Context: an optimization exercise on an open-source flow, tuned for small area and a short achievable clock period. The choices shown serve that exercise and are no tape-out recipe. The RTL was checked by simulation tests, not by an equivalence proof against the original design.

==> build 34: inputs <==
## rotational_cordic
module rotational_cordic (
  output logic data_out_rot,
  output logic [15:0] xprime,
  output logic [15:0] yprime,
  input logic [15:0] x,
  input logic [15:0] y,
  input logic [15:0] theta,
  input logic clk, reset, start
);
==> flow/config.mk <==
export PLATFORM = sky130hd
export DESIGN_NAME = rotational_cordic
export DESIGN_NICKNAME = rotational_cordic
export VERILOG_FILES = /design/flow/design.v
export SDC_FILE = /design/flow/constraint.sdc
export NUM_CORES = 4
export LEC_CHECK = 0
export CAP_MARGIN = 20
export CORE_MARGIN = 2
export CORE_UTILIZATION = 75
export CTS_CLUSTER_DIAMETER = 60
export CTS_CLUSTER_SIZE = 25
export SLEW_MARGIN = 20
==> flow/constraint.sdc <==
create_clock -name core_clock -period 13.0 [get_ports {clk}]
set_input_delay 2.6000 -clock core_clock [delete_from_list [all_inputs] [get_ports {clk}]]
set_output_delay 2.6000 -clock core_clock [all_outputs]
set_load 0.01 [all_outputs]
standard.sh (not shown) runs the stock make flow with config.mk's settings and CLKGATE_MAP_FILE= SYNTH_SCRIPT=/design/flow/synth_recipe.tcl, a recipe that flattens the netlist after the stock synthesis.
==> flow/flow/run.sh <==
#!/bin/bash
set -euo pipefail
export BUFFER_PORTS_ARGS="-buffer_cell sky130_fd_sc_hd__buf_2"
export SETUP_SLACK_MARGIN=9.4
bash standard.sh finish > standard.log 2>&1
==> build 28 (differences from build 34) <==
- CORE_UTILIZATION: 75 -> 65
- PLACE_DENSITY: default -> 0.85
==> build 83 (differences from build 34) <==
- CTS_CLUSTER_DIAMETER: 60 -> 80
- CTS_CLUSTER_SIZE: 25 -> 35
==> run notes <==
status=timing/DRC/antenna clean; DRT Pass-1 Iters=5; Setup Fix Bufs, Post-CTS=4; critical path arrival=1.15 ns; met2 Track Usage GR=approximately 47%; M1 wire length=between 30,000 and 40,000 um; fin cells=between 5,000 and 6,000
The numbers above come from build 83.

==> run notes <==
critical path arrival=1.13 ns; status=timing/DRC/antenna clean; fin cells=between 5,000 and 6,000; worst hold slack=0.3085 ns; TNS Setup=0 ns; Setup Fix Bufs, Post-CTS=8; complex-gate fraction of the synthesized area=9.574%; met2 Track Usage GR=45.37%; Min-Delay Path Class=register to register
The numbers above come from build 28.

==> run notes <==
status=timing/DRC/antenna clean; met2 Track Usage GR=48.03%; CORE AREA=59,130 um2; Setup Fix Bufs, Post-CTS=3; DRT Pass-1 Iters=5; Multi-input gate area=26,010 um2; M1 wire length=around 36,000 um; GP Congestion=0.8926; critical path arrival=approximately 1.1 ns; fin cells=5,327
The numbers above come from build 34.


========
==> inputs of run a <==
Starting RTL as in the previous note.
Design rotational_cordic, start of the top module:
module rotational_cordic (
  output logic data_out_rot,
  output logic [15:0] xprime,
  output logic [15:0] yprime,
  input logic [15:0] x,
  input logic [15:0] y,
  input logic [15:0] theta,
  input logic clk, reset, start
);
logic v0, n0_v;
logic signed [16:0] x0, n0_x;
logic signed [16:0] y0, n0_y;
logic [15:0] t0, n0_t;
logic v1, n1_v;
logic signed [16:0] x1, n1_x;
logic signed [16:0] y1, n1_y;
logic [15:0] t1, n1_t;
logic v2, n2_v;
logic signed [16:0] x2, n2_x;
logic signed [16:0] y2, n2_y;
logic [14:0] t2, n2_t;
logic v3, n3_v;
logic signed [16:0] x3, n3_x;
logic signed [16:0] y3, n3_y;
logic [14:0] t3, n3_t;
logic v4, n4_v;
logic signed [16:0] x4, n4_x;
logic signed [16:0] y4, n4_y;
logic [13:0] t4, n4_t;
logic v5, n5_v;
logic signed [16:0] x5, n5_x;
logic signed [16:0] y5, n5_y;
logic [10:0] t5, n5_t;
logic v6, n6_v;
logic signed [16:0] x6, n6_x;
logic signed [16:0] y6, n6_y;
logic [9:0] t6, n6_t;
logic v7, n7_v;
logic signed [16:0] x7, n7_x;
logic signed [16:0] y7, n7_y;
logic [8:0] t7, n7_t;
logic v8, n8_v;
logic signed [16:0] x8, n8_x;
logic signed [16:0] y8, n8_y;
logic [7:0] t8, n8_t;
logic v9, n9_v;
logic signed [16:0] x9, n9_x;
logic signed [16:0] y9, n9_y;
logic [6:0] t9, n9_t;
logic v10, n10_v;
logic signed [16:0] x10, n10_x;
logic signed [16:0] y10, n10_y;
logic [5:0] t10, n10_t;
logic v11, n11_v;
logic signed [16:0] x11, n11_x;
logic signed [16:0] y11, n11_y;
logic [4:0] t11, n11_t;
logic v12, n12_v;
logic signed [16:0] x12, n12_x;
logic signed [16:0] y12, n12_y;
logic [3:0] t12, n12_t;
logic v13, n13_v;
logic signed [16:0] x13, n13_x;
logic signed [16:0] y13, n13_y;
logic [2:0] t13, n13_t;
logic v14, n14_v;
logic signed [16:0] x14, n14_x;
logic signed [16:0] y14, n14_y;
logic [1:0] t14, n14_t;
logic v15, n15_v;
logic signed [16:0] x15, n15_x;
logic signed [16:0] y15, n15_y;
logic [0:0] t15, n15_t;
logic v16, n16_v;
logic signed [16:0] x16, n16_x;
logic signed [16:0] y16, n16_y;
logic v17, n17_v;
logic [16:0] xs17, n17_xs;
logic [16:0] xc17, n17_xc;
logic [0:0] xk17, n17_xk;
  ...
clock: 13.0 ns
lec_check: 0
cap_margin: 20
core_margin: 2
core_utilization: 80
cts_cluster_diameter: 100
cts_cluster_size: 30
slew_margin: 20
Scripts as last shown in full above: flow/flow/run.sh
==> run b: changes against run a <==
Settings changed: CORE_UTILIZATION 80 to 65, CTS_BUF_LIST from default to sky130_fd_sc_hd__clkbuf_8 sky130_fd_sc_hd__clkbuf_16, CTS_CLUSTER_DIAMETER 100 to 60, CTS_CLUSTER_SIZE 30 to 25.
==> results.ini <==
[run_status]
outcome = complete, no violations

[cts]
postCtsSetupRepairBufs = 4

[timing]
slew_headroom = 0.299

[layout]
buffers = 104
fill_cells = 3097
multi_input_area_share = 0.549

[route]
vias_per_cell = 5.51
wl_mm = 80.9
vias = 28866

[worst_hold_path]
min_to = t9[4]

The numbers above come from run a.

==> results.ini <==
[run_status]
outcome = complete, no violations

[layout]
layout_common_cells = dfxtp_1, inv_1, ha_1
buffers = 99
fill_cells = 5256
multi_input_area_share = 0.532

[timing]
slew_headroom = 0.314

[route]
vias_per_cell = 5.12
vias = 28162
wl_mm = 77.8

[worst_hold_path]
min_to = t9[5]

[cts]
postCtsSetupRepairBufs = 7
cts_num_sinks = 835

[setup_path]
endpoint = data_out_rot
critPathMaxFanout = 1

[die]
coreArea_sq_um = 68600

The numbers above come from run b.

## static timing again, ports no longer ideal
How much do the figures lean on ideal ports? The routed layouts below were timed once more, with nothing changed but the port constraints. Step 1 sets driving cells, clkbuf_16 on the clock port and buf_2 on the other inputs (assumed; they add their load-dependent delay and slew). Step 2, shift: input delay + t, output delay - t, t = (earliest + latest rising clock arrival at the registers) / 2. This alone moves slack from input paths to output paths. Slacks: ideal ports / drivers / drivers and shift; pairs: ideal ports / drivers.
run	t, ns	slack for setup (ns)	worst setup path after step 2	worst slew at a driven data input, ns
build 34	0.681	9.259 / 9.195 / 9.430	register to register	0.05
build 28	0.701	9.268 / 9.208 / 9.427	register to register	0.04
build 83	0.659	9.247 / 9.184 / 9.456	register to register	0.05
run a	0.700	9.249 / 9.185 / 9.449	register to register	0.07
run b	0.708	9.272 / 9.203 / 9.438	register to register	0.06
After both steps every run listed still meets setup and hold.
